This is an optimization exercise on Yosys and OpenROAD, whose aim is small area, a short achievable clock period and few clock cycles per item, not a production implementation.
Only simulation tests tie the RTL to the original design; equivalence was not proved.
No activity file was given, so power comes from the tool's default toggle rates.

Setup of wip/pepper:
Design huffman, start of the top module:
module huffman(clk, reset, gray_valid, gray_data, CNT_valid, CNT1, CNT2, CNT3, CNT4, CNT5, CNT6,
    code_valid, HC1, HC2, HC3, HC4, HC5, HC6, M1, M2, M3, M4, M5, M6 );
input clk;
input reset;
input gray_valid;
input [7:0] gray_data;
output CNT_valid;
output [7:0] CNT1, CNT2, CNT3, CNT4, CNT5, CNT6;
output code_valid;
output [7:0] HC1, HC2, HC3, HC4, HC5, HC6;
output [7:0] M1, M2, M3, M4, M5, M6;
	reg [6:0] w [0:5];    
	reg [2:0] ptr [0:5];  
	reg [3:0] hc [0:5];
	reg [3:0] mk [0:5];   
	reg started;          
	reg act;              
	reg ph;               
	reg [4:1] fm;         
	assign CNT1 = {1'b0, w[5]};
	assign CNT2 = {1'b0, w[0]};
	assign CNT3 = {1'b0, w[1]};
	assign CNT4 = {1'b0, w[2]};
	assign CNT5 = {1'b0, w[3]};
	assign CNT6 = {1'b0, w[4]};
	assign HC1 = {3'b0, ptr[0][1], hc[0]};
	assign HC2 = {3'b0, ptr[1][1], hc[1]};
	assign HC3 = {3'b0, ptr[2][1], hc[2]};
	assign HC4 = {3'b0, ptr[3][1], hc[3]};
	assign HC5 = {3'b0, ptr[4][1], hc[4]};
	assign HC6 = {3'b0, ptr[5][1], hc[5]};
	assign M1 = {3'b0, ptr[0][0], mk[0][3:1], 1'b1};
	assign M2 = {3'b0, ptr[1][0], mk[1][3:1], 1'b1};
	assign M3 = {3'b0, ptr[2][0], mk[2][3:1], 1'b1};
	assign M4 = {3'b0, ptr[3][0], mk[3][3:1], 1'b1};
	assign M5 = {3'b0, ptr[4][0], mk[4][3:1], 1'b1};
	assign M6 = {3'b0, ptr[5][0], mk[5][3:1], 1'b1};
	wire detect = started && !gray_valid;
	assign CNT_valid = act && fm[4];
	assign code_valid = !act && !fm[1];
	wire sum = act && ph;
	wire ins = act && !ph;
	wire last = sum && w[2][6] && w[2][5] && w[2][4];
	function lt;
		input [6:0] a, b;
		integer n;
		begin
			lt = 1'b0;
			for (n = 0; n < 7; n = n + 1) lt = (a[n] == b[n]) ? lt : b[n];
		end
	endfunction
	wire [6:0] N = w[0];
	reg [6:0] Nc;
	wire [5:1] l;
  ...
Size in the first run: about 810 cells after synthesis, ~130 flip-flops, roughly 160 I/O pins, about 8000 µm² of cells after synthesis.
clock: 5.0 ns
lec_check: 0
cap_margin: 20
core_margin: 2
core_utilization: 40
setup_slack_margin: 2.6
slew_margin: 20
tns_end_percent: 50
standard.sh (not shown) runs the stock make flow with config.mk's settings and CLKGATE_MAP_FILE= SYNTH_SCRIPT=/design/flow/synth_recipe.tcl, a recipe that flattens the netlist after the stock synthesis.
==> flow/flow/run.sh <==
#!/bin/bash
# The standard layout, with plain buffers on the ports instead of the
# resizer's default pick (a slow delay cell), a clock tree without the
# dummy balancing loads, and synthesis's single tie cells kept.
set -euo pipefail
export BUFFER_PORTS_ARGS="-buffer_cell sky130_fd_sc_hd__buf_1"
export CTS_ARGS="-sink_clustering_enable -repair_clock_nets -dont_use_dummy_load -buf_list {sky130_fd_sc_hd__clkbuf_4 sky130_fd_sc_hd__clkbuf_8}"
export SKIP_REPAIR_TIE_FANOUT=1
bash standard.sh > standard.log 2>&1
Testbench counts of wip/pepper, summed over its fixed seeds: cycles 11,136, items 96.
Edits applied to the flow inputs when going from wip/pepper to wip/umber:
# wip/pepper
export LEC_CHECK = 0
export CAP_MARGIN = 20
export CORE_MARGIN = 2
export CORE_UTILIZATION = 40
export SETUP_SLACK_MARGIN = 2.6
export SLEW_MARGIN = 20
export TNS_END_PERCENT = 50
create_clock -name core_clock -period 5.0 [get_ports {clk}]
# wip/umber
export LEC_CHECK = 0
export CAP_MARGIN = 20
export CORE_MARGIN = 2
export CORE_UTILIZATION = 40
export SETUP_SLACK_MARGIN = 2.8
export SLEW_MARGIN = 20
create_clock -name core_clock -period 5.0 [get_ports {clk}]
Findings:
Fraction of power consumed by combinational cells on wip/umber is up relative to wip/pepper.
Cmp wip/pepper and wip/umber / maximum frequency / higher: wip/umber
wip/umber ends up with higher cell count than wip/pepper does.
Relative to wip/pepper, global-route total usage across every layer has increased by 0.66 points in wip/umber.
Between wip/pepper and wip/umber, the cell leakage power is lower for wip/pepper.
wip/pepper vs wip/umber, end point of the critical path: CNT_valid vs CNT2[0]
Going from wip/pepper to wip/umber, count of cells resized by post-cts repair grew by 45; final HPWL from detailed placement moved down.
What wip/delta does differently from wip/umber at the input level:
# wip/umber
export LEC_CHECK = 0
export CAP_MARGIN = 20
export CORE_MARGIN = 2
export CORE_UTILIZATION = 40
export SETUP_SLACK_MARGIN = 2.8
export SLEW_MARGIN = 20
create_clock -name core_clock -period 5.0 [get_ports {clk}]
# wip/delta
export LEC_CHECK = 0
export CAP_MARGIN = 20
export CORE_MARGIN = 2
export CORE_UTILIZATION = 40
export SETUP_SLACK_MARGIN = 2.6
export SLEW_MARGIN = 20
create_clock -name core_clock -period 5.0 [get_ports {clk}]
==> comparison <==
First element of the critical path = w[0][0]: wip/umber; first element of the critical path = act: wip/delta. wip/delta vs. wip/umber: minimum clock period after layout has increased; worst setup slack now sits lower. ~same minimum hold slack in wip/delta and wip/umber. In the reports for wip/delta and wip/umber, the larger maximum achievable frequency belongs to wip/umber. Leakage power total: wip/delta better than wip/umber. wip/delta ended with less wire length on met3 than wip/umber.
#### Input delta (wip/cedar over wip/delta)
# wip/delta
export LEC_CHECK = 0
export CAP_MARGIN = 20
export CORE_MARGIN = 2
export CORE_UTILIZATION = 40
export SETUP_SLACK_MARGIN = 2.6
export SLEW_MARGIN = 20
create_clock -name core_clock -period 5.0 [get_ports {clk}]
# wip/cedar
export LEC_CHECK = 0
export CAP_MARGIN = 20
export CORE_MARGIN = 2
export CORE_UTILIZATION = 40
export SETUP_SLACK_MARGIN = 2.5
export SLEW_MARGIN = 20
create_clock -name core_clock -period 5.0 [get_ports {clk}]
--- outcome ---
Going from wip/delta to wip/cedar, first-iteration DRC count grows by about 3.4%. Going from wip/delta to wip/cedar, post-CTS setup buffer count lost 2, reported leakage power lost 1.2%, final critical-path required period picked up an extra 0.086 ns, cell depth of the worst flop-to-flop path lost 6, global-route usage neither gained nor lost much. Cell count: wip/cedar vs wip/delta down about 0.6%. Est. power | wip/cedar vs wip/delta | wip/cedar lower. wip/delta → wip/cedar: total length of routed wires saw a decrease, relative area of clock buffers and inverters in the final design saw little to no change.
The following lists how wip/juniper was set up differently from wip/cedar:
# wip/cedar
export LEC_CHECK = 0
export CAP_MARGIN = 20
export CORE_MARGIN = 2
export CORE_UTILIZATION = 40
export SETUP_SLACK_MARGIN = 2.5
export SLEW_MARGIN = 20
create_clock -name core_clock -period 5.0 [get_ports {clk}]
# wip/juniper
export LEC_CHECK = 0
export CAP_MARGIN = 20
export CORE_MARGIN = 2
export CORE_UTILIZATION = 40
export PLACE_DENSITY = 0.75
export SETUP_SLACK_MARGIN = 2.6
export SLEW_MARGIN = 20
create_clock -name core_clock -period 5.0 [get_ports {clk}]
### Flow results
Worst hold slack delta (wip/juniper -> wip/cedar): insignificant
In terms of area taken by flip-flops and latches, wip/cedar and wip/juniper differ only marginally.
A slowest cell on the critical path of sky130_fd_sc_hd__o21bai_1 is what wip/juniper shows, while sky130_fd_sc_hd__a21boi_0 belongs to wip/cedar.
Relative to wip/cedar, global-route wire length before repair decreased by 300 µm in wip/juniper.
Input changes introduced in wip/nickel (baseline for comparison: wip/juniper):
# wip/juniper
export LEC_CHECK = 0
export CAP_MARGIN = 20
export CORE_MARGIN = 2
export CORE_UTILIZATION = 40
export PLACE_DENSITY = 0.75
export SETUP_SLACK_MARGIN = 2.6
export SLEW_MARGIN = 20
create_clock -name core_clock -period 5.0 [get_ports {clk}]
# wip/nickel
export LEC_CHECK = 0
export CAP_MARGIN = 20
export CORE_MARGIN = 2
export CORE_UTILIZATION = 40
export SETUP_SLACK_MARGIN = 2.7
export SLEW_MARGIN = 20
create_clock -name core_clock -period 5.0 [get_ports {clk}]
Notes after the runs:
- The run with more setup slack is wip/nickel; wip/juniper has less.
- Combinational power went up by a few percent going from wip/juniper to wip/nickel.
- Overall overflow remaining after global route: wip/nickel vs wip/juniper identical
- wip/nickel ends up with a cell area that is about 3% higher than in wip/juniper.
- Relative to wip/juniper, the part of the power in combinational logic of wip/nickel is higher by 1.1 points.
- Critical path depth on wip/nickel is up relative to wip/juniper.
- [diff] power attributed to the clock group, wip/nickel relative to wip/juniper: regression
- Number of DRC markers after the initial detailed-route iteration: wip/nickel vs wip/juniper down 150
- Relative to wip/juniper, wip/nickel improves clock period minus final worst setup slack.
- wip/nickel: full flow OK, the timing, design-rule and antenna checks passed
- Compared with wip/juniper, wip/nickel shows a higher power per unit of standard cell area.
- Compare wip/nickel and wip/juniper | fmax lower: wip/juniper

==> separate check: timing with driven ports <==
The flow's constraints put no driver on any port. The routed layouts listed below were extracted and timed again, unchanged, in two steps. Step 1 (the two cells are an assumption about what drives the block):
set clk [get_ports {clk}]
set_driving_cell -lib_cell sky130_fd_sc_hd__clkbuf_16 $clk
set_driving_cell -lib_cell sky130_fd_sc_hd__buf_2 [delete_from_list [all_inputs] $clk]
Step 2 moves the port delays by t, midway between the first and last clock arrival at a register: inputs arrive t later, outputs are due t later. That takes back most of the time a late clock gives input paths. a / b / c = no drivers / after step 1 / after step 2; a / b = the first two.
| run | t, ns | setup slack, ns | worst hold slack (ns) | worst setup path at the end | latest minus earliest clock arrival (ns) |
|---|---|---|---|---|---|
| wip/pepper | 0.477 | 2.613 / 2.572 / 2.310 | 0.463 / 0.463 / 0.463 | input to register | 0.023 / 0.024 |
| wip/umber | 0.488 | 2.718 / 2.677 / 2.491 | 0.465 / 0.465 / 0.465 | input to register | 0.022 / 0.022 |
| wip/delta | 0.475 | 2.693 / 2.653 / 2.297 | 0.463 / 0.463 / 0.463 | input to register | 0.023 / 0.023 |
| wip/cedar | 0.475 | 2.607 / 2.580 / 2.316 | 0.463 / 0.463 / 0.463 | input to register | 0.026 / 0.026 |
| wip/juniper | 0.460 | 2.665 / 2.665 / 2.319 | 0.463 / 0.463 / 0.463 | input to register | 0.034 / 0.033 |
| wip/nickel | 0.479 | 2.714 / 2.701 / 2.415 | 0.463 / 0.463 / 0.463 | input to register | 0.024 / 0.025 |
After both steps setup and hold are still met in every run listed. For wip/delta, which loses most, drivers alone change the setup slack by -0.040 ns; drivers and shift together by -0.396 ns.
